From an optimization exercise on the open Yosys and OpenROAD flow, aimed at small area and a short achievable clock period; shortcuts taken in it are not production practice.
The RTL was checked by simulation tests, not by an equivalence proof against the original design.

==> 08-14: inputs <==
==> flow/design.v (excerpt) <==
module MatMul4x4_FP16 (
    input clk,
    input rst,
    input [255:0] A,
    input [255:0] B,
    output [511:0] C
);
Settings: LEC_CHECK=0, CAP_MARGIN=20, CORE_MARGIN=2, CORE_UTILIZATION=40, SETUP_SLACK_MARGIN=1.5, SLEW_MARGIN=20, SYNTH_HIERARCHICAL=1, SYNTH_MINIMUM_KEEP_SIZE=0; clock period 8.0 ns.
standard.sh (not shown) runs the stock make flow with config.mk's settings and CLKGATE_MAP_FILE= SYNTH_SCRIPT=/design/flow/synth_recipe.tcl, a recipe that flattens the netlist after the stock synthesis.
==> flow/flow/run.sh <==
#!/bin/bash
# Own layout flow: the standard ORFS flow (standard.sh), with the port
# buffers that buffer_ports inserts made plain sky130 buffers (buf_1, which
# repair_design/repair_timing may then upsize) instead of the default
# clkdlybuf4s50_1 delay cells. Everything else is the standard flow.
set -euo pipefail
cd "$(dirname "$0")/.."
export BUFFER_PORTS_ARGS="-buffer_cell sky130_fd_sc_hd__buf_1"
if [[ -f flow/extra.env ]]; then
  set -a; source flow/extra.env; set +a
fi
bash standard.sh finish > flow_standard.log 2>&1
==> 01-20: changes against 08-14 <==
==> flow/run.sh (new file) <==
#!/bin/bash
# synth_recipe.tcl (not shown) runs the flow's synth.tcl, then flattens the netlist and writes it again
# the make line also repeats each setting of config.mk as NAME=value (left out here)
make -C /OpenROAD-flow-scripts/flow DESIGN_CONFIG=/design/flow/config.mk WORK_HOME=/design/flow/orfs CLKGATE_MAP_FILE= SYNTH_SCRIPT=/design/flow/synth_recipe.tcl finish
removed: flow/flow/run.sh
removed: flow/standard.sh
==> notes.md <==
- In 01-20 the global-route usage is higher than in 08-14, by 0.81 points.
- Worst hold slack: 01-20 is better than 08-14 (0.0028 ns).
- Register-to-register slack: 08-14 is worse than 01-20 (0.03 ns).
- Final cell count: 08-14 is smaller than 01-20 (1.5%).
==> figures <==
                                                       01-20       08-14
Status                      no timing/DRC/antenna violations  no timing/DRC/antenna violations
Total setup buffers inserted after CTS                    67          32
Post-route clock skew                              0.0386 ns   0.0366 ns
Met1 routing resource usage after global routing       40.1%       37.8%
Buffering overhead                                     11.4%       6.97%
Worst Setup Slack post-DPL                         0.0637 ns    0.224 ns
Post-route standard cell area excluding fillers    0.139 mm2   0.131 mm2
Post-route minimum period                            6.42 ns     6.40 ns
Buffers outside the clock class                        1,430       1,198
Worst reg2reg endpoint                             Cr[5][27]   Cr[6][31]

==> try-garnet <==
Another version of the RTL of MatMul4x4_FP16 (not shown whole).
==> flow/config.mk <==
export PLATFORM = sky130hd
export DESIGN_NAME = MatMul4x4_FP16
export DESIGN_NICKNAME = MatMul4x4_FP16
export VERILOG_FILES = /design/flow/design.v
export SDC_FILE = /design/flow/constraint.sdc
export NUM_CORES = 4
export LEC_CHECK = 0
export CAP_MARGIN = 20
export CORE_MARGIN = 2
export CORE_UTILIZATION = 58
export PLACE_DENSITY = 0.68
export SETUP_SLACK_MARGIN = 2.8
export SLEW_MARGIN = 20
export SYNTH_HIERARCHICAL = 1
export SYNTH_MINIMUM_KEEP_SIZE = 0
==> flow/constraint.sdc <==
create_clock -name core_clock -period 8.0 [get_ports {clk}]
set_input_delay 1.6000 -clock core_clock [delete_from_list [all_inputs] [get_ports {clk}]]
set_output_delay 1.6000 -clock core_clock [all_outputs]
set_load 0.01 [all_outputs]
==> flow/flow/run.sh <==
#!/bin/bash
# Own layout flow: the standard ORFS flow (standard.sh), with
#  - the port buffers that buffer_ports inserts made plain sky130 buffers
#    (buf_1, which repair_design/repair_timing may then upsize) instead of the
#    default clkdlybuf4s50_1 delay cells;
#  - the input port buffers made buf_4 before repair_design
#    (flow/upsize_inputs.tcl, run as ORFS's PRE_RESIZE_TCL hook);
#  - any extra ORFS make variables listed in flow/extra.vars (one NAME=VALUE
#    per line) passed on the make command line.
# Everything else is the standard flow. make's output goes to flow_standard.log.
set -euo pipefail
cd "$(dirname "$0")/.."
export BUFFER_PORTS_ARGS="-buffer_cell sky130_fd_sc_hd__buf_1"
export PRE_RESIZE_TCL="$PWD/flow/upsize_inputs.tcl"
extra=""
if [[ -f flow/extra.vars ]]; then
  while read -r line; do
    [[ -z "$line" || "$line" == \#* ]] && continue
    extra+=" $line"
  done < flow/extra.vars
fi
sed "s|CLKGATE_MAP_FILE= |CLKGATE_MAP_FILE= ${extra} |" standard.sh > standard_extra.sh
cmp -s standard.sh standard_extra.sh && [[ -n "$extra" ]] && { echo "extra make variables not applied" >&2; exit 1; }
bash standard_extra.sh finish > flow_standard.log 2>&1
Other scripts of this flow, unchanged in this note and not shown: flow/flow/extra.vars, flow/flow/upsize_inputs.tcl
==> try-yarrow (differences from try-garnet) <==
- CORE_UTILIZATION: 58 -> 50
- PLACE_DENSITY: 0.68 -> not set
==> try-raven (differences from try-garnet) <==
- CORE_UTILIZATION: 58 -> 50
- PLACE_DENSITY: 0.68 -> not set
- SETUP_SLACK_MARGIN: 2.8 -> 3.1
==> notes.md <==
Die area is the same in try-raven and try-yarrow. Clock skew, highest first: try-garnet, try-raven, try-yarrow. The lowest worst hold slack belongs to try-yarrow, the highest to try-garnet. Synthesized cell count is the same in try-garnet and try-yarrow. The highest via count belongs to try-garnet, the lowest to try-raven. The lowest register-to-register slack belongs to try-raven, the highest to try-yarrow. try-yarrow completed without violations. try-garnet passed the timing, DRC and antenna checks. try-raven finished clean. Between try-yarrow and try-garnet, the lower cell count is in try-garnet (gap 3.6%, measured against try-garnet). Critical path depth: try-yarrow is higher than try-garnet (3). In sequential cell count, try-raven and try-yarrow do not differ.
==> figures <==
quantity	try-garnet	try-yarrow	try-raven
Status	no timing/DRC/antenna violations	no timing/DRC/antenna violations	no timing/DRC/antenna violations
Final critical-path share of the clock period	65.3%	64.9%	61.4%
Start of the worst register-to-register path	Sr[9][16]	Sr[15][16]	Sr[2][16]
RD Place Congestion	0.962	0.923	0.941
Cts bufs inserted	132	138	138
Clock tree skew after final layout	0.0490 ns	0.0442 ns	0.0446 ns
Share of the final layout cell area in multi-input gates	74.4%	74.0%	73.8%
Startpoint type of the worst setup path	register	input pin	register
Headroom to the max-slew limit	18.6%	22.0%	23.9%
Number of nets in the layout	16,000	16,000	16,200
Number of non-clock buffers	1,086	1,094	1,243
Total met2 wirelength after detailed routing	196 mm	199 mm	201 mm
Ratio of layout area to synthesized area	0.9930x	0.9990x	1.020x
Delay of the slowest cell on the worst path	0.77 ns	0.83 ns	0.90 ns
Number of antenna violations at the first check in global routing	31	40	33
Sequential cell area	23,600 µm²	23,600 µm²	23,700 µm²
Relative area of clock buffers and inverters in the final design	3.03%	3.06%	2.98%
Clock period minus worst slack	5.22 ns	5.19 ns	4.92 ns
Number of logic stages on the critical path including buffering	8	11	7
Worst endpoint required time	6.40 ns	8.72 ns	6.40 ns
Highest net fanout along the worst path	4	17	3

[afterwards: timing with drivers on the ports]
No port has a modelled driver above. Below, the same layouts with a new extraction and two added sets of constraints.
Step 1 sets driving cells, clkbuf_16 on the clock port and buf_2 on the other inputs (assumed; they add their load-dependent delay and slew).
Step 2 adds t to the input delays and takes it off the output delays; t is the mean of the earliest and latest rising clock arrival at the registers after step 1. Input paths then give back, and output paths get back, about the clock's delay inside the block.
a / b / c = ideal ports / drivers / drivers and shift; a / b = the first two.
run	t (ns)	slack for setup (ns)	hold WS [ns]
08-14	0.926	1.600 / 1.660 / 0.734	0.599 / 0.599 / 0.599
01-20	0.936	1.584 / 1.651 / 0.715	0.602 / 0.602 / 0.602
try-garnet	0.898	2.777 / 2.677 / 1.898	0.629 / 0.629 / 0.629
try-yarrow	0.946	2.805 / 2.727 / 1.903	0.619 / 0.619 / 0.619
try-raven	0.933	3.084 / 2.979 / 2.221	0.622 / 0.622 / 0.622
After both steps setup and hold are still met in every run listed. For try-yarrow, which loses most, drivers alone change the setup slack by -0.078 ns; drivers and shift together by -0.902 ns.
